This design comes from an exercise in tuning for small area and a short achievable clock period on the open sky130 flow, not from production work. Only simulation tests tie the RTL to the original design; equivalence was not proved.

==> flow/design.v (outline; a module is shown in full before it is edited, if it fits) <==
// module fir: 1874 lines
// module fir_fa: 6 lines
// module fir_sreg: 5 lines
// module fir_ha: 6 lines
// module fir_bandstop: 21 lines
module fir_bandstop ( clk, in, out );
  // ...
==> flow/flow/run.sh <==
#!/bin/bash
set -euo pipefail
export BUFFER_PORTS_ARGS="-buffer_cell sky130_fd_sc_hd__buf_2"
export SETUP_SLACK_MARGIN=8.5
export CTS_ARGS="-sink_clustering_enable -repair_clock_nets -sink_clustering_size 20 -sink_clustering_max_diameter 50 -root_buf sky130_fd_sc_hd__clkbuf_16 -sink_clustering_buffer sky130_fd_sc_hd__clkbuf_8 -dont_use_dummy_load"
bash standard.sh > standard.log 2>&1   # ORFS's own logs stay under orfs/logs/
==> flow/standard.sh <==
#!/bin/bash
# synth_recipe.tcl (not shown) runs the flow's synth.tcl, then flattens the netlist and writes it again
# the make line also repeats each setting of config.mk as NAME=value (left out here)
make -C /OpenROAD-flow-scripts/flow DESIGN_CONFIG=/design/flow/config.mk WORK_HOME=/design/flow/orfs CLKGATE_MAP_FILE= SYNTH_SCRIPT=/design/flow/synth_recipe.tcl "${@:-finish}"
==> flow/config.mk <==
export PLATFORM = sky130hd
export DESIGN_NAME = fir_bandstop
export DESIGN_NICKNAME = fir_bandstop
export VERILOG_FILES = /design/flow/design.v
export SDC_FILE = /design/flow/constraint.sdc
export NUM_CORES = 4
export LEC_CHECK = 0
export CAP_MARGIN = 20
export CORE_MARGIN = 2
export CORE_UTILIZATION = 50
export CTS_CLUSTER_DIAMETER = 60
export CTS_CLUSTER_SIZE = 30
export SLEW_MARGIN = 20
export SYNTH_HIERARCHICAL = 1
export SYNTH_MINIMUM_KEEP_SIZE = 0
==> flow/constraint.sdc <==
create_clock -name core_clock -period 12.0 [get_ports {clk}]
set_input_delay 2.4000 -clock core_clock [delete_from_list [all_inputs] [get_ports {clk}]]
set_output_delay 2.4000 -clock core_clock [all_outputs]
set_load 0.01 [all_outputs]
==> run summary, run 1 <==
outcome -> timing/DRC/antenna clean
Metal-1 WL -> 64890 µm
critical path arrival -> 1.12 ns
RSZ-0062 raised after global routing -> yes
H-tree depth -> 3
sequential area share after synthesis -> 34.61%
simple-gate area share of the yosys netlist -> 2.824%
setup TNS -> 0 ns
Top delay family on crit path -> flip-flops
required time of the critical path -> 9.60 ns
GP Congestion -> 1.044
endpoints failing hold -> 0
chip height -> 332.4 µm
worst-path cell with the longest stage delay -> dfxtp_2
Post-Syn Instances -> 3689
EDFF count, synth -> 0
ANT nets after route -> 0
setup slack, reg-to-reg -> 8.51 ns
Core Area -> 107100 µm²
WP buf/inv -> 1
post-synthesis register bit count -> 932
NonClk Buf Share -> 1.070%
DR top layer -> met4
maximum clock path buffer count -> 3
Post-CTS Hold Buffers -> 0
==> inputs of run 2 (changes only) <==
==> flow/flow/run.sh (replaced) <==
#!/bin/bash
set -euo pipefail
export BUFFER_PORTS_ARGS="-buffer_cell sky130_fd_sc_hd__buf_2"
export SETUP_SLACK_MARGIN=8.6
export CTS_ARGS="-sink_clustering_enable -repair_clock_nets -sink_clustering_size 20 -sink_clustering_max_diameter 50 -root_buf sky130_fd_sc_hd__clkbuf_16 -sink_clustering_buffer sky130_fd_sc_hd__clkbuf_8 -dont_use_dummy_load"
bash standard.sh > standard.log 2>&1   # ORFS's own logs stay under orfs/logs/
==> run summary, run 2 <==
outcome -> timing/DRC/antenna clean
synth warn -> 8
worst-path cell with the longest stage delay -> dfxtp_1
Die W -> 332.4 µm
Biggest register -> fir_bs_inst.y
Placed Cells -> 5181
Initial Util -> 50.36%
FF-to-FF Start -> fir_bs_inst.q0_2963$_DFF_P_
layout cells sized above 1 -> 13.11%
CTS tree -> yes
CP Capture Type -> primary output
Slew @ Worst Pin -> 1.185 ns
Finished Layout Cells -> 5309
clk_skew -> 0.1026 ns
synthesized area -> 53910 µm²
antenna cells -> 0
GP Congestion -> 1.044 (unchanged)
crit path time final -> 3.517 ns
sequential area share after synthesis -> 34.61% (unchanged)
endpoints failing hold -> 0 (unchanged)
post-route cell area -> 58770 µm²
RSZ-0062 raised after global routing -> yes
TritonRoute pass-1 iters -> 5
Post-DP Area -> 56210 µm²
WHS Path Cells -> 0
Synth area leader -> fa_1
Hold EP -> fir_bs_inst.r8[3]$_DFF_P_
row cnt -> 120
top_reg_cell synth -> dfxtp_1
Max Freq -> 0.2843 GHz
maximum clock path buffer count -> 3 (unchanged)
Vias per Instance -> 5.574
Max-slew headroom -> 19.97%
DR DRC count -> 0
Synth top cells by count -> 1256 x fa_1, 932 x dfxtp_1, 324 x inv_1
Crit path depth -> 1
max reg flops -> 34
setup slack, reg-to-reg -> 8.53 ns (+0.02 ns)
WL per Instance -> 30.92 µm
initial antenna violation count -> 6
clk slew on worst S/H paths -> 0.10 ns
Max Slew Vio Count -> 0
fill cell count -> 8870
Final Setup Violations -> 0
Final Cycle Share -> 29.31%
post-synthesis register bit count -> 932 (unchanged)
WP buf/inv -> 1 (unchanged)
Post-Place Setup Slack -> 7.848 ns
HPWL after detailed placement -> 138000 µm
EDFF count, synth -> 0 (unchanged)
chip height -> 332.4 µm (unchanged)
max_cap viols -> 0
port bufs -> 74
CTS Sinks -> 932
ANT nets after route -> 0 (unchanged)
worst-skew pair later-pin latency -> 0.67 ns
Layout area overhead -> 9.014%
max incr delay on CP -> 0.33 ns
first-pass GRT wire length -> 237100 µm
top-count cell post-synth -> fa_1
WS Path Type -> flop to primary output
synth top area cells -> fa_1 47%, dfxtp_1 35%, ha_1 5.2%, inv_1 2.3%, xnor2_1 2.0%
vias in the first global route -> 33750
final worst setup slack -> 8.483 ns
required time of the critical path -> 9.60 ns (about the same)
pin count of the biggest net entering global routing -> 21
syn avg cell area -> 14.61 µm²
biggest regs -> fir_bs_inst.y x34, sign.r.q x24
Cell variety after synth -> 64
vias -> 29590
min-delay src -> fir_bs_inst.r7[3]$_DFF_P_
Die ar. -> 110500 µm²
most common cell after layout, fill and taps aside -> fa_1
critical path arrival -> 1.12 ns (about the same)
startpoint types -> flop
Async S/R FF share, synth -> 0%
RR Endpoint -> sign[13].r.q$_DFF_P_
Final #Nets -> 5405
Hold Path Class -> flop to flop
crit-path cells -> buf_2
Core Area -> 107100 µm² (unchanged)
IO Pins -> 75
GRT overflow -> 0
Post-Syn Instances -> 3689 (unchanged)
commonest non-fill, non-tap cells in the layout -> 1219 x fa_1, 720 x dfxtp_1, 322 x inv_1
H-tree depth -> 3 (unchanged)
Crit Path Max Fanout -> 1
Reg2Reg Depth -> 12
setup TNS -> 0 ns (unchanged)
Top delay family on crit path -> flip-flops
Total GRT Usage -> 30.93%
CTS buffer count -> 99
total length of routed wires -> 164100 µm
root buf cell -> clkbuf_16
top cell type's share of synthesized area -> 46.64%
DR iter-0 viols -> 2108
[run 2: cells by family after synthesis]
family,count (synthesis),share of synthesized area [%]
and+or+nand+nor,311,2.824
xor gates and xnor gates,182,2.957
DFF,932,34.61
other,2,0.01393
muxes,1,0.02089
AOI/OAI and AO/OA,454,5.461
buffers and inverters,327,2.277
adders and majority gates,1480,51.84
[run 2: modules after synthesis (local to each module, per instance), a selection]
module / flip-flops and latches / cells / area, µm²
fir: 908 / 2424 / 28590
fir_fa: 0 / 1 / 20.02
fir_sreg: 1 / 1 / 20.02
[run 2: worst register-to-register path: cells and delay by family (launching register included)]
family	cells	cell delay, ns
compound gates	3	0.73
fa+ha+maj	4	1.62
buf+inv	1	0.18
flops	1	0.32
simple gates	4	0.58
[run 2: metrics by stage]
step	utilization, %	hold slack (ns)
floorplan	-	0.3096
global placement	52.51	0.3104
detailed placement	52.51	0.3121
CTS	54.42	0.2979
global route	54.90	0.3012
finish	54.90	0.2996
[run 2: how the worst max path moves through the flow]
stage	end	slack (ns)	startpoint
after floorplan	fir_bs_inst.y[33]$_DFF_P_	8.43	fir_bs_inst.q0_2963$_DFF_P_
after global placement	sign[12].r.q$_DFF_P_	7.95	fir_bs_inst.q0_2962$_DFF_P_
after detailed placement	sign[6].r.q$_DFF_P_	7.85	fir_bs_inst.q0_2962$_DFF_P_
after CTS	out[57]	8.43	sign[23].r.q$_DFF_P_
after global routing	sign[13].r.q$_DFF_P_	8.43	fir_bs_inst.q0_2963$_DFF_P_
final	out[46]	8.48	sign[12].r.q$_DFF_P_
[run 2: layer usage]
metal  up-vias  part of all wire (%)  track usage (%)
met5         -                 0.015                0
met4         4                   5.8            15.15
met3       450                   8.9            8.745
met2      1279                    46            49.63
met1     15570                    39            38.72
li1      12290                     -                -
[run 2: cell type report]
type	instances	area, µm²	share of cell area, %
multi-input cells	2443	34420	58.57
well taps	1403	1755	2.987
flip-flops and latches	932	19130	32.54
inverters	324	1216	2.069
repair buffers	108	789.5	1.343
clock buffers	99	1464	2.491
[run 2: timing repair]
item                                    4_1_cts  5_1_grt
buffers inserted                             11       17
resized for setup                           256      124
hold buffers                                  0        0
endpoints found under the setup margin      195      132
gates cloned                                  1        0
pin swaps                                    21       25
==> inputs of run 3 (changes only) <==
==> flow/flow/run.sh (replaced) <==
#!/bin/bash
set -euo pipefail
export BUFFER_PORTS_ARGS="-buffer_cell sky130_fd_sc_hd__buf_2"
export SETUP_SLACK_MARGIN=8.6
export CTS_ARGS="-sink_clustering_enable -repair_clock_nets -sink_clustering_size 24 -sink_clustering_max_diameter 45 -root_buf sky130_fd_sc_hd__clkbuf_16 -sink_clustering_buffer sky130_fd_sc_hd__clkbuf_8 -dont_use_dummy_load"
bash standard.sh > standard.log 2>&1   # ORFS's own logs stay under orfs/logs/
==> run summary, run 3 <==
CP Capture Type -> primary output
DR DRC count -> 0 (unchanged)
WHS -> 0.2871 ns (-0.01252 ns)
WS Path Type -> flop to primary output
Synth top cells by count -> 1256 x fa_1, 932 x dfxtp_1, 324 x inv_1
Total GRT Usage -> 30.88% (-0.046 points)
top_reg_cell synth -> dfxtp_1
Slew @ Worst Pin -> 1.106 ns (-0.07933 ns)
pin count of the biggest net entering global routing -> 21 (unchanged)
Post-DP Area -> 56210 µm² (unchanged)
initial antenna violation count -> 6 (unchanged)
worst-skew pair later-pin latency -> 0.67 ns (about the same)
setup slack, reg-to-reg -> 8.55 ns (+0.02 ns)
RSZ-0062 raised after global routing -> yes
Final #Nets -> 5410 (+0.093%)
Initial Util -> 50.36% (unchanged)
EDFF count, synth -> 0 (unchanged)
maximum clock path buffer count -> 3 (unchanged)
synth top area cells -> fa_1 47%, dfxtp_1 35%, ha_1 5.2%, inv_1 2.3%, xnor2_1 2.0%
Max Freq -> 0.2851 GHz (+0.26%)
synth warn -> 8 (unchanged)
DR iter-0 viols -> 2194 (+4.1%)
commonest non-fill, non-tap cells in the layout -> 1220 x fa_1, 713 x dfxtp_1, 322 x inv_1
total length of routed wires -> 164000 µm (about the same)
max incr delay on CP -> 0.33 ns (about the same)
Crit Path Max Fanout -> 1 (unchanged)
vias in the first global route -> 33590 (-0.47%)
clk slew on worst S/H paths -> 0.09 ns (about the same)
Layout area overhead -> 9.133%
outcome -> timing/DRC/antenna clean
sequential area share after synthesis -> 34.61% (unchanged)
chip height -> 332.4 µm (unchanged)
top cell type's share of synthesized area -> 46.64% (unchanged)
crit-path cells -> buf_6
setup TNS -> 0 ns (unchanged)
Biggest register -> fir_bs_inst.y
row cnt -> 120 (unchanged)
crit path time final -> 3.508 ns (-0.009150 ns)
layout cells sized above 1 -> 13.32% (+0.21 points)
port bufs -> 74 (unchanged)
GRT overflow -> 0 (unchanged)
clk_skew -> 0.07578 ns (-0.02685 ns)
Post-CTS Hold Buffers -> 0 (unchanged)
vias -> 29600 (+0.014%)
Final Setup Violations -> 0 (unchanged)
Async S/R FF share, synth -> 0% (unchanged)
max_cap viols -> 0 (unchanged)
critical path arrival -> 1.11 ns (about the same)
synthesized area -> 53910 µm² (unchanged)
Die W -> 332.4 µm (unchanged)
IO Pins -> 75 (unchanged)
WL per Instance -> 30.86 µm (-0.17%)
top-count cell post-synth -> fa_1
most common cell after layout, fill and taps aside -> fa_1
Cell variety after synth -> 64 (unchanged)
Max-slew headroom -> 25.32% (+5.4 points)
HPWL after detailed placement -> 138000 µm (unchanged)
H-tree depth -> 3 (unchanged)
syn avg cell area -> 14.61 µm² (unchanged)
final worst setup slack -> 8.492 ns (+0.009150 ns)
Post-Syn Instances -> 3689 (unchanged)
TritonRoute pass-1 iters -> 5 (unchanged)
antenna cells -> 0 (unchanged)
startpoint types -> flop
Synth area leader -> fa_1
Final Cycle Share -> 29.23% (-0.076 points)
Vias per Instance -> 5.570 (about the same)
worst-path cell with the longest stage delay -> dfxtp_2
Max Slew Vio Count -> 0 (unchanged)
post-synthesis register bit count -> 932 (unchanged)
root buf cell -> clkbuf_16
CTS Sinks -> 932 (unchanged)
post-route cell area -> 58840 µm² (+0.11%)
endpoints failing hold -> 0 (unchanged)
GP Congestion -> 1.044 (unchanged)
Top delay family on crit path -> flip-flops
CTS tree -> yes
Die ar. -> 110500 µm² (unchanged)
CTS buffer count -> 105 (+6.1%)
WP buf/inv -> 1 (unchanged)
biggest regs -> fir_bs_inst.y x34, sign.r.q x24
first-pass GRT wire length -> 236100 µm (-0.42%)
Hold Path Class -> flop to flop
Post-Place Setup Slack -> 7.848 ns (unchanged)
Core Area -> 107100 µm² (unchanged)
max reg flops -> 34 (unchanged)
ANT nets after route -> 0 (unchanged)
required time of the critical path -> 9.60 ns (about the same)
run 3: cell families (layout without fill, tap and decap cells):
kind of cell / after synthesis / after routing / share of synthesized area [%]
flip-flops: 932 / 932 / 34.61
adder cells (fa/ha/maj): 1480 / 1480 / 51.84
XOR/XNOR: 182 / 182 / 2.957
AO/OA/AOI/OAI: 454 / 455 / 5.461
multiplexers: 1 / 1 / 0.02089
AND/OR/NAND/NOR: 311 / 311 / 2.824
buffers and inverters: 327 / 536 / 2.277
other: 2 / 14 / 0.01393
run 3: cell type report:
cell class | instances | area, µm²
Clock buffer | 105 | 1546
Fill cell | 8834 | 48220
Inverter | 324 | 1216
Multi-Input combinational cell | 2443 | 34430
Sequential cell | 932 | 19110
Tap cell | 1403 | 1755
Timing Repair Buffer | 107 | 777.0
run 3: final timing paths:
check,startpoint,to,cells past startpoint
setup / recovery,sign[21].r.q$_DFF_P_,out[55],1
hold / removal,fir_bs_inst.r20[7]$_DFF_P_,fir_bs_inst.r21[7]$_DFF_P_,0
hold reg to reg,fir_bs_inst.r20[7]$_DFF_P_,fir_bs_inst.r21[7]$_DFF_P_,0
setup reg to reg,fir_bs_inst.q0_2963$_DFF_P_,sign[21].r.q$_DFF_P_,12
run 3: through the flow:
stage | cells | util, %
CTS | 5298 | 54.48
floorplan | 3701 | -
global route | 5314 | 54.96
finish | 5314 | 54.96
global placement | 5181 | 52.51
detailed placement | 5181 | 52.51
run 3: Yosys stat by module (local to each module, per instance), excerpt:
module    cells inside  flip-flops and latches
fir_fa               1                       0
fir_sreg             1                       1
fir               2424                     908
run 3: worst register-to-register path: stages, from the launching register on:
cell and delay [ns]:
dfxtp_2 0.31, fa_1 0.45, fa_2 0.36, fa_2 0.35, fa_2 0.46, nor2_4 0.13
nand3_2 0.11, or2_4 0.25, o21bai_4 0.20, a21oi_4 0.24, nor2_4 0.08, a311oi_4 0.29
buf_4 0.19
run 3: per-layer routing:
layer | track usage, % | vias up | part of all wire, %
met2 | 49.76 | 1279 | 47
met1 | 38.90 | 15550 | 39
met3 | 8.215 | 480 | 8.5
li1 | - | 12290 | -
met5 | 0 | - | 0.013
met4 | 14.96 | 4 | 5.9
run 3: what timing repair did:
| action | 4_1_cts | 5_1_grt |
|---|---|---|
| gates cloned | 1 | 0 |
| pin swaps | 20 | 34 |
| buffers inserted | 11 | 16 |
| resized for setup | 249 | 125 |
| endpoints found under the setup margin | 190 | 135 |
==> inputs of run 4 (changes only) <==
==> flow/flow/run.sh (replaced) <==
#!/bin/bash
set -euo pipefail
export BUFFER_PORTS_ARGS="-buffer_cell sky130_fd_sc_hd__buf_2"
export SETUP_SLACK_MARGIN=8.5
export CTS_ARGS="-sink_clustering_enable -repair_clock_nets -sink_clustering_size 24 -sink_clustering_max_diameter 45 -root_buf sky130_fd_sc_hd__clkbuf_16 -sink_clustering_buffer sky130_fd_sc_hd__clkbuf_8 -dont_use_dummy_load"
bash standard.sh > standard.log 2>&1   # ORFS's own logs stay under orfs/logs/
--- a/flow/config.mk
+++ b/flow/config.mk
@@ -6,4 +6,5 @@
 export NUM_CORES = 4
 export LEC_CHECK = 0
+export ABC_AREA = 1
 export CAP_MARGIN = 20
 export CORE_MARGIN = 2
==> run summary, run 4 <==
vias in the first global route -> 36960 (+10%)
crit-path cells -> buf_2
TritonRoute pass-1 iters -> 6 (+1)
Async S/R FF share, synth -> 0% (unchanged)
Post-DP Area -> 59200 µm² (+5.3%)
crit path time final -> 3.534 ns (+0.02600 ns)
ANT nets after route -> 0 (unchanged)
mux cell area share after synthesis -> 0% (-0.021 points)
post-route cell area -> 61830 µm² (+5.1%)
biggest regs -> fir_bs_inst.y x34, sign.r.q x24
synthesized area -> 56850 µm² (+5.4%)
WL per Instance -> 29.96 µm (-2.9%)
commonest non-fill, non-tap cells in the layout -> 1234 x fa_1, 769 x nand2_1, 734 x dfxtp_1
Initial Util -> 50.46% (+0.10 points)
port bufs -> 74 (unchanged)
xor and xnor fraction of the mapped netlist area -> 2.080% (-0.88 points)
chip height -> 341.2 µm (+2.7%)
clk_skew -> 0.1036 ns (+0.02779 ns)
simple-gate area share of the yosys netlist -> 9.508% (+6.7 points)
Layout area overhead -> 8.771%
WS Path Type -> flop to primary output
Biggest register -> fir_bs_inst.y
Core Area -> 112700 µm² (+5.2%)
compound-gate portion of the synthesized area -> 2.758% (-2.7 points)
Slew @ Worst Pin -> 0.8302 ns (-0.2755 ns)
synth top area cells -> fa_1 44%, dfxtp_1 33%, nand2_1 5.1%, ha_1 4.9%, inv_1 3.7%
max_cap viols -> 0 (unchanged)
DR iter-0 viols -> 2926 (+33%)
Post-Syn Instances -> 4672 (+27%)
GP Congestion -> 1.062 (+1.7%)
Crit Path Max Fanout -> 1 (unchanged)
worst-path cell with the longest stage delay -> dfxtp_1
post-synthesis register bit count -> 932 (unchanged)
Max Slew Vio Count -> 0 (unchanged)
Cell variety after synth -> 32 (-50%)
pin count of the biggest net entering global routing -> 26 (+24%)
row cnt -> 123 (+2.5%)
Vias per Instance -> 5.385 (-3.3%)
Synth area leader -> fa_1
clk slew on worst S/H paths -> 0.12 ns (+0.03 ns)
top_reg_cell synth -> dfxtp_1
CTS tree -> yes
max incr delay on CP -> 0.32 ns (about the same)
IO Pins -> 75 (unchanged)
endpoints failing hold -> 0 (unchanged)
maximum clock path buffer count -> 3 (unchanged)
H-tree depth -> 3 (unchanged)
Post-Place Setup Slack -> 7.989 ns (+0.1415 ns)
max reg flops -> 34 (unchanged)
Hold Path Class -> flop to flop
Synth Area in Adders -> 49.16% (-2.7 points)
CTS Sinks -> 932 (unchanged)
Final Cycle Share -> 29.45% (+0.22 points)
fill cell count -> 9656 (+9.3%)
Max Freq -> 0.2830 GHz (-0.74%)
Synth top cells by count -> 1256 x fa_1, 932 x dfxtp_1, 772 x nand2_1
HPWL after detailed placement -> 165400 µm (+20%)
vias -> 34550 (+17%)
Die W -> 341.2 µm (+2.7%)
first-pass GRT wire length -> 271000 µm (+15%)
GRT overflow -> 0 (unchanged)
Final #Nets -> 6411 (+19%)
Final Setup Violations -> 0 (unchanged)
outcome -> timing/DRC/antenna clean
Total GRT Usage -> 34.03% (+3.1 points)
sequential area share after synthesis -> 32.82% (-1.8 points)
critical path arrival -> 1.13 ns (+0.02 ns)
WP buf/inv -> 1 (unchanged)
Die ar. -> 116400 µm² (+5.4%)
largest family of logic cells by synthesized area -> adder cells
root buf cell -> clkbuf_16
layout cells sized above 1 -> 9.691% (-3.6 points)
final worst setup slack -> 8.466 ns (-0.02600 ns)
Max-slew headroom -> 44.58% (+19 points)
total length of routed wires -> 192200 µm (+17%)
required time of the critical path -> 9.60 ns (about the same)
worst-skew pair later-pin latency -> 0.72 ns (+0.05 ns)
DR DRC count -> 0 (unchanged)
CP Capture Type -> primary output
syn avg cell area -> 12.17 µm² (-17%)
Top delay family on crit path -> flip-flops
initial antenna violation count -> 7 (+1)
EDFF count, synth -> 0 (unchanged)
synth warn -> 8 (unchanged)
top cell type's share of synthesized area -> 44.23% (-2.4 points)
setup TNS -> 0 ns (unchanged)
CTS buffer count -> 119 (+13%)
most common cell after layout, fill and taps aside -> fa_1
startpoint types -> flop
top-count cell post-synth -> fa_1
Post-CTS Hold Buffers -> 0 (unchanged)
RSZ-0062 raised after global routing -> yes
run 4: worst paths after layout:
path / startpoint / to / slack [ns] / depth (start not counted)
worst max-delay path: sign[5].r.q$_DFF_P_ / out[39] / 8.47 / 1
worst min-delay path: fir_bs_inst.r23[1]$_DFF_P_ / fir_bs_inst.r24[1]$_DFF_P_ / 0.25 / 0
worst max register to register: fir_bs_inst.ur8[5]$_DFF_P_ / fir_bs_inst.q2_1749$_DFF_P_ / 8.50 / 6
worst min register to register: fir_bs_inst.r23[1]$_DFF_P_ / fir_bs_inst.r24[1]$_DFF_P_ / 0.25 / 0
run 4: Yosys stat by module, one instance, submodules excluded, a selection:
module | area (µm²) | cells inside
fir | 31520 | 3407
fir_sreg | 20.02 | 1
fir_fa | 20.02 | 1
run 4: metrics by stage:
stage	util, %	hold WS (ns)	std cells
2_1_floorplan	-	0.3096	4684
3_3_place_gp	52.55	0.3097	6266
3_5_place_dp	52.55	0.3121	6266
4_1_cts	54.44	0.2558	6385
5_1_grt	54.88	0.2434	6412
6_report	54.89	0.2511	6416
run 4: per-layer routing:
metal | part of all wire [%] | wire (µm) | track usage, %
met1 | 40 | 76450 | 43.89
met2 | 46 | 87630 | 53.50
met3 | 9.5 | 18340 | 10.43
met4 | 5.1 | 9778 | 14.49
met5 | 0.0073 | 14 | 0
run 4: cells by family (layout without fill, tap and decap cells):
kind of cell	count (synthesis)	after routing
other cells	2	18
compound gates	272	272
simple gates	1297	1299
flops	932	932
fa+ha+maj	1480	1480
buf+inv	554	780
xor+xnor	135	135
run 4: repair_timing:
item	in CTS	in global routing
endpoints found under the hold margin	0	0
pin swaps	0	6
resized for setup	218	94
endpoints found under the setup margin	170	130
setup buffers	0	25
cloned	0	2
run 4: cell type report:
type,count,area [µm²],area share (%)
timing repair buffer,107,774.5,1.253
sequential,932,19060,30.82
clock buffer,119,1739,2.813
multi-input combinational,3200,36300,58.70
tap,1500,1877,3.035
inverter,554,2079,3.363
antenna,4,10.01,0.01619
==> inputs of run 5 (changes only) <==
--- a/flow/config.mk
+++ b/flow/config.mk
@@ -6,5 +6,5 @@
 export NUM_CORES = 4
 export LEC_CHECK = 0
-export ABC_AREA = 1
+export ABC_CLOCK_PERIOD_IN_PS = 3000
 export CAP_MARGIN = 20
 export CORE_MARGIN = 2
==> run summary, run 5 <==
clk slew on worst S/H paths -> 0.09 ns (-0.03 ns)
Post-Syn Instances -> 3689 (-21%)
EDFF count, synth -> 0 (unchanged)
WS Path Type -> flop to primary output
Hold EP -> fir_bs_inst.r21[7]$_DFF_P_
antenna cells -> 0 (-4)
synth top area cells -> fa_1 47%, dfxtp_1 35%, ha_1 5.2%, inv_1 2.3%, xnor2_1 2.0%
vias -> 29490 (-15%)
post-synthesis register bit count -> 932 (unchanged)
required time of the critical path -> 9.60 ns (about the same)
post-route cell area -> 58500 µm² (-5.4%)
initial antenna violation count -> 6 (-1)
root buf cell -> clkbuf_16
Core Area -> 107100 µm² (-5.0%)
WP buf/inv -> 1 (unchanged)
Initial Util -> 50.36% (-0.10 points)
pin count of the biggest net entering global routing -> 21 (-19%)
Max-slew headroom -> 21.85% (-23 points)
synthesized area -> 53910 µm² (-5.2%)
port bufs -> 74 (unchanged)
Async S/R FF share, synth -> 0% (unchanged)
RSZ-0062 raised after global routing -> yes
min-delay src -> fir_bs_inst.r20[7]$_DFF_P_
synth warn -> 8 (unchanged)
H-tree depth -> 3 (unchanged)
Cell variety after synth -> 64 (+100%)
crit-path cells -> buf_6
Vias per Instance -> 5.561 (+3.3%)
syn avg cell area -> 14.61 µm² (+20%)
IO Pins -> 75 (unchanged)
endpoints failing hold -> 0 (unchanged)
worst-path cell with the longest stage delay -> dfxtp_2
layout cells sized above 1 -> 11.79% (+2.1 points)
GP Congestion -> 1.044 (-1.7%)
crit path time final -> 3.512 ns (-0.02249 ns)
Total GRT Usage -> 30.87% (-3.2 points)
Crit Path Max Fanout -> 1 (unchanged)
ANT nets after route -> 0 (unchanged)
WHS Path Cells -> 0 (unchanged)
fin util -> 54.64% (-0.25 points)
Die ar. -> 110500 µm² (-5.1%)
FF-to-FF Start -> fir_bs_inst.ur2[3]$_DFF_P_
Max Slew Vio Count -> 0 (unchanged)
Final #Nets -> 5399 (-16%)
RR Endpoint -> fir_bs_inst.q2_1742$_DFF_P_
max incr delay on CP -> 0.34 ns (+0.02 ns)
Max Freq -> 0.2848 GHz (+0.64%)
Biggest register -> fir_bs_inst.y
Top delay family on crit path -> flip-flops
biggest regs -> fir_bs_inst.y x34, sign.r.q x24
Final Cycle Share -> 29.26% (-0.19 points)
commonest non-fill, non-tap cells in the layout -> 1238 x fa_1, 742 x dfxtp_1, 322 x inv_1
Post-CTS Hold Buffers -> 0 (unchanged)
outcome -> timing/DRC/antenna clean
DR DRC count -> 0 (unchanged)
GRT overflow -> 0 (unchanged)
maximum clock path buffer count -> 3 (unchanged)
Die W -> 332.4 µm (-2.6%)
WL per Instance -> 30.90 µm (+3.1%)
setup TNS -> 0 ns (unchanged)
top-count cell post-synth -> fa_1
DR iter-0 viols -> 2314 (-21%)
max reg flops -> 34 (unchanged)
worst-skew pair later-pin latency -> 0.67 ns (-0.05 ns)
CTS buffer count -> 105 (-12%)
Hold Path Class -> flop to flop
HPWL after detailed placement -> 138000 µm (-17%)
setup slack, reg-to-reg -> 8.53 ns (+0.03 ns)
Synth area leader -> fa_1
first-pass GRT wire length -> 236100 µm (-13%)
top_reg_cell synth -> dfxtp_1
CP Capture Type -> primary output
Post-DP Area -> 56210 µm² (-5.1%)
startpoint types -> flop
sequential area share after synthesis -> 34.61% (+1.8 points)
Final Setup Violations -> 0 (unchanged)
row cnt -> 120 (-2.4%)
Reg2Reg Depth -> 6 (unchanged)
TritonRoute pass-1 iters -> 5 (-1)
top cell type's share of synthesized area -> 46.64% (+2.4 points)
Slew @ Worst Pin -> 1.157 ns (+0.3269 ns)
Layout area overhead -> 8.504%
max_cap viols -> 0 (unchanged)
vias in the first global route -> 33610 (-9.1%)
clk_skew -> 0.06955 ns (-0.03402 ns)
CTS Sinks -> 932 (unchanged)
total length of routed wires -> 163800 µm (-15%)
Synth top cells by count -> 1256 x fa_1, 932 x dfxtp_1, 324 x inv_1
chip height -> 332.4 µm (-2.6%)
most common cell after layout, fill and taps aside -> fa_1
critical path arrival -> 1.11 ns (-0.02 ns)
CTS tree -> yes
-- run 5: per-layer routing --
metal / GRT usage [%] / vias up / wire length (µm)
li1: - / 12270 / -
met1: 38.58 / 15500 / 64170
met2: 49.71 / 1259 / 76280
met3: 8.728 / 465 / 13940
met4: 14.93 / 2 / 9444
met5: 0 / - / 12
-- run 5: what timing repair did --
action / CTS / global route
buffers inserted: 10 / 6
resized for setup: 170 / 101
setup endpoints to repair: 146 / 110
gates cloned: 1 / 0
pin swaps: 14 / 16
-- run 5: logic make-up (layout without fill, tap and decap cells) --
kind of cell,Yosys count,in the layout,synth area share (%)
AOI/OAI and AO/OA,454,455,5.461
xor gates and xnor gates,182,182,2.957
adders and majority gates,1480,1480,51.84
buffers and inverters,327,525,2.277
DFF,932,932,34.61
muxes,1,1,0.02089
other,2,14,0.01393
and+or+nand+nor,311,311,2.824
-- run 5: area by class of cell --
type,instances,area (µm²)
inverters,324,1216
clock buffers,105,1546
repair buffers,96,661.9
fillers,8845,48560
flip-flops and latches,932,18960
well taps,1403,1755
multi-input cells,2443,34360
-- run 5: how the worst max path moves through the flow --
stage / end / start / depth (start not counted) / slack, ns
floorplan: fir_bs_inst.y[33]$_DFF_P_ / fir_bs_inst.q0_2963$_DFF_P_ / 11 / 8.43
global placement: sign[12].r.q$_DFF_P_ / fir_bs_inst.q0_2962$_DFF_P_ / 11 / 7.95
detailed placement: sign[6].r.q$_DFF_P_ / fir_bs_inst.q0_2962$_DFF_P_ / 11 / 7.85
CTS: out[50] / sign[16].r.q$_DFF_P_ / 1 / 8.44
global route: sign[21].r.q$_DFF_P_ / fir_bs_inst.q0_2963$_DFF_P_ / 12 / 8.44
finish: out[55] / sign[21].r.q$_DFF_P_ / 1 / 8.49
-- run 5: Yosys stat by module (local to each module, per instance), a selection --
module / flops+latches / copies in the design / cell area [µm²]
fir: 908 / 1 / 28590
fir_fa: 0 / 1241 / 20.02
fir_sreg: 1 / 24 / 20.02
-- run 5: metrics by stage --
stage	hold slack, ns	cells	setup slack, ns
after floorplan	0.3096	3701	8.429
after global placement	0.3104	5181	7.951
after CTS	0.2833	5297	8.443
after detailed placement	0.3121	5181	7.848
after global routing	0.2785	5303	8.438
final	0.2928	5303	8.488
==> inputs of run 6 (changes only) <==
--- a/flow/config.mk
+++ b/flow/config.mk
@@ -6,5 +6,4 @@
 export NUM_CORES = 4
 export LEC_CHECK = 0
-export ABC_CLOCK_PERIOD_IN_PS = 3000
 export CAP_MARGIN = 20
 export CORE_MARGIN = 2
==> run summary, run 6 <==
CTS buffer count -> 105 (unchanged)
commonest non-fill, non-tap cells in the layout -> 1238 x fa_1, 742 x dfxtp_1, 322 x inv_1
vias -> 29490 (unchanged)
synth top area cells -> fa_1 47%, dfxtp_1 35%, ha_1 5.2%, inv_1 2.3%, xnor2_1 2.0%
Metal-1 WL -> 64170 µm (unchanged)
Total GRT Usage -> 30.87% (unchanged)
antenna cells -> 0 (unchanged)
chip height -> 332.4 µm (unchanged)
CP Capture Type -> primary output
RSZ-0062 raised after global routing -> yes
Cell variety after synth -> 64 (unchanged)
Hold Path Class -> flop to flop
Die W -> 332.4 µm (unchanged)
WL per Instance -> 30.90 µm (unchanged)
biggest regs -> fir_bs_inst.y x34, sign.r.q x24
total length of routed wires -> 163800 µm (unchanged)
Synth top cells by count -> 1256 x fa_1, 932 x dfxtp_1, 324 x inv_1
Top delay family on crit path -> flip-flops
Post-CTS Hold Buffers -> 0 (unchanged)
Max Slew Vio Count -> 0 (unchanged)
storage element area -> 18960 µm² (unchanged)
Die ar. -> 110500 µm² (unchanged)
required time of the critical path -> 9.60 ns (about the same)
Final Cycle Share -> 29.26% (unchanged)
fill cell count -> 8845 (unchanged)
Vias per Instance -> 5.561 (unchanged)
endpoints failing hold -> 0 (unchanged)
layout cells sized above 1 -> 11.79% (unchanged)
Max Freq -> 0.2848 GHz (unchanged)
max reg flops -> 34 (unchanged)
outcome -> timing/DRC/antenna clean
WHS -> 0.2928 ns (unchanged)
CTS Sinks -> 932 (unchanged)
IO Pins -> 75 (unchanged)
area of the multi-input gates -> 34360 µm² (unchanged)
met3 WL -> 13940 µm (unchanged)
worst-path cell with the longest stage delay -> dfxtp_2
DR iter-0 viols -> 2314 (unchanged)
Layout area overhead -> 8.504% (unchanged)
Post-Syn Instances -> 3689 (unchanged)
most common cell after layout, fill and taps aside -> fa_1
clk_skew -> 0.06955 ns (unchanged)
top_reg_cell synth -> dfxtp_1
row cnt -> 120 (unchanged)
root buf cell -> clkbuf_16
CTS tree -> yes
critical path arrival -> 1.11 ns (about the same)
startpoint types -> flop
GRT overflow -> 0 (unchanged)
vias in the first global route -> 33610 (unchanged)
initial antenna violation count -> 6 (unchanged)
Final #Nets -> 5399 (unchanged)
sequential area share after synthesis -> 34.61% (unchanged)
DR top layer -> met5
WS Path Type -> flop to primary output
clk slew on worst S/H paths -> 0.09 ns (about the same)
met2 WL -> 76280 µm (unchanged)
synth warn -> 8 (unchanged)
Synth area leader -> fa_1
Max-slew headroom -> 21.85% (unchanged)
GP Congestion -> 1.044 (unchanged)
synthesized area -> 53910 µm² (unchanged)
TritonRoute pass-1 iters -> 5 (unchanged)
WP buf/inv -> 1 (unchanged)
H-tree depth -> 3 (unchanged)
first-pass GRT wire length -> 236100 µm (unchanged)
Core Area -> 107100 µm² (unchanged)
Final Setup Violations -> 0 (unchanged)
Async S/R FF share, synth -> 0% (unchanged)
worst-skew pair later-pin latency -> 0.67 ns (about the same)
max incr delay on CP -> 0.34 ns (about the same)
crit path time final -> 3.512 ns (unchanged)
port bufs -> 74 (unchanged)
top-count cell post-synth -> fa_1
Crit Path Max Fanout -> 1 (unchanged)
post-synthesis register bit count -> 932 (unchanged)
syn avg cell area -> 14.61 µm² (unchanged)
Slew @ Worst Pin -> 1.157 ns (unchanged)
DR DRC count -> 0 (unchanged)
setup TNS -> 0 ns (unchanged)
Biggest register -> fir_bs_inst.y
top cell type's share of synthesized area -> 46.64% (unchanged)
pin count of the biggest net entering global routing -> 21 (unchanged)
maximum clock path buffer count -> 3 (unchanged)
ANT nets after route -> 0 (unchanged)
Initial Util -> 50.36% (unchanged)
EDFF count, synth -> 0 (unchanged)
HPWL after detailed placement -> 138000 µm (unchanged)
crit-path cells -> buf_6
max_cap viols -> 0 (unchanged)
[run 6: cell counts in the layout (fill, tap and decap cells not counted)]
Identical to the previous run, type by type.
[run 6: final timing paths]
| kind | startpoint | end | slack [ns] | cells after the start |
|---|---|---|---|---|
| max reg2reg | fir_bs_inst.ur2[3]$_DFF_P_ | fir_bs_inst.q2_1742$_DFF_P_ | 8.53 | 6 |
| max | sign[21].r.q$_DFF_P_ | out[55] | 8.49 | 1 |
| min reg2reg | fir_bs_inst.r20[7]$_DFF_P_ | fir_bs_inst.r21[7]$_DFF_P_ | 0.29 | 0 |
| min | fir_bs_inst.r20[7]$_DFF_P_ | fir_bs_inst.r21[7]$_DFF_P_ | 0.29 | 0 |
[run 6: through the flow]
step / cells / instance area [µm²] / util [%] / setup slack (ns)
final: 5303 / 58500 / 54.64 / 8.488
after CTS: 5297 / 58140 / 54.31 / 8.443
after detailed placement: 5181 / 56210 / 52.51 / 7.848
after floorplan: 3701 / 54050 / - / 8.429
after global placement: 5181 / 56210 / 52.51 / 7.951
after global routing: 5303 / 58500 / 54.64 / 8.438
[run 6: per-module statistics from Yosys (local to each module, per instance), a selection]
module	flops+latches	cells	cell area (µm²)	times used
fir_sreg	1	1	20.02	24
fir	908	2424	28590	1
fir_fa	0	1	20.02	1241
[run 6: area by class of cell]
cell class | count | share of cell area [%]
clock buffers | 105 | 2.644
inverters | 324 | 2.079
multi-input cells | 2443 | 58.73
flip-flops and latches | 932 | 32.41
well taps | 1403 | 3.001
repair buffers | 96 | 1.132
[run 6: logic make-up (layout without fill, tap and decap cells)]
| logic type | after synthesis | in the layout | synth area share (%) |
|---|---|---|---|
| other | 2 | 14 | 0.01393 |
| buffers and inverters | 327 | 525 | 2.277 |
| AND/OR/NAND/NOR | 311 | 311 | 2.824 |
| multiplexers | 1 | 1 | 0.02089 |
| adder cells (fa/ha/maj) | 1480 | 1480 | 51.84 |
| AO/OA/AOI/OAI | 454 | 455 | 5.461 |
| XOR/XNOR | 182 | 182 | 2.957 |
| flip-flops | 932 | 932 | 34.61 |
[run 6: per-layer routing]
layer | global-route usage (%) | vias to the layer above
met3 | 8.728 | 465
met5 | 0 | -
met4 | 14.93 | 2
met2 | 49.71 | 1259
met1 | 38.58 | 15500
li1 | - | 12270
[run 6: timing repair]
action / in CTS / in global routing
setup endpoints to repair: 146 / 110
gates resized for setup: 170 / 101
gates cloned: 1 / 0
pin swaps: 14 / 16
setup buffers: 10 / 6

-- re-timing with driven ports --
No port has a modelled driver above. Below, the same layouts with a new extraction and two added sets of constraints. Step 1, drivers: a clkbuf_16 drives clk and a buf_2 each remaining input, both assumed. Step 2, shift: input delay + t, output delay - t, t = (earliest + latest rising clock arrival at the registers) / 2. This alone moves slack from input paths to output paths. Three values: ideal ports, drivers, drivers and shift; two values: the first two.
run | t, ns | slack for setup (ns) | worst hold slack (ns)
run 1 | 0.691 | 8.480 / 8.411 / 8.513 | 0.302 / 0.302 / 0.302
run 2 | 0.699 | 8.483 / 8.404 / 8.529 | 0.300 / 0.300 / 0.300
run 3 | 0.704 | 8.492 / 8.419 / 8.550 | 0.287 / 0.287 / 0.287
run 4 | 0.751 | 8.466 / 8.387 / 8.501 | 0.251 / 0.251 / 0.251
run 5 | 0.705 | 8.488 / 8.421 / 8.535 | 0.293 / 0.293 / 0.293
run 6 | 0.705 | 8.488 / 8.421 / 8.535 | 0.293 / 0.293 / 0.293
After both steps every run listed still meets setup and hold.
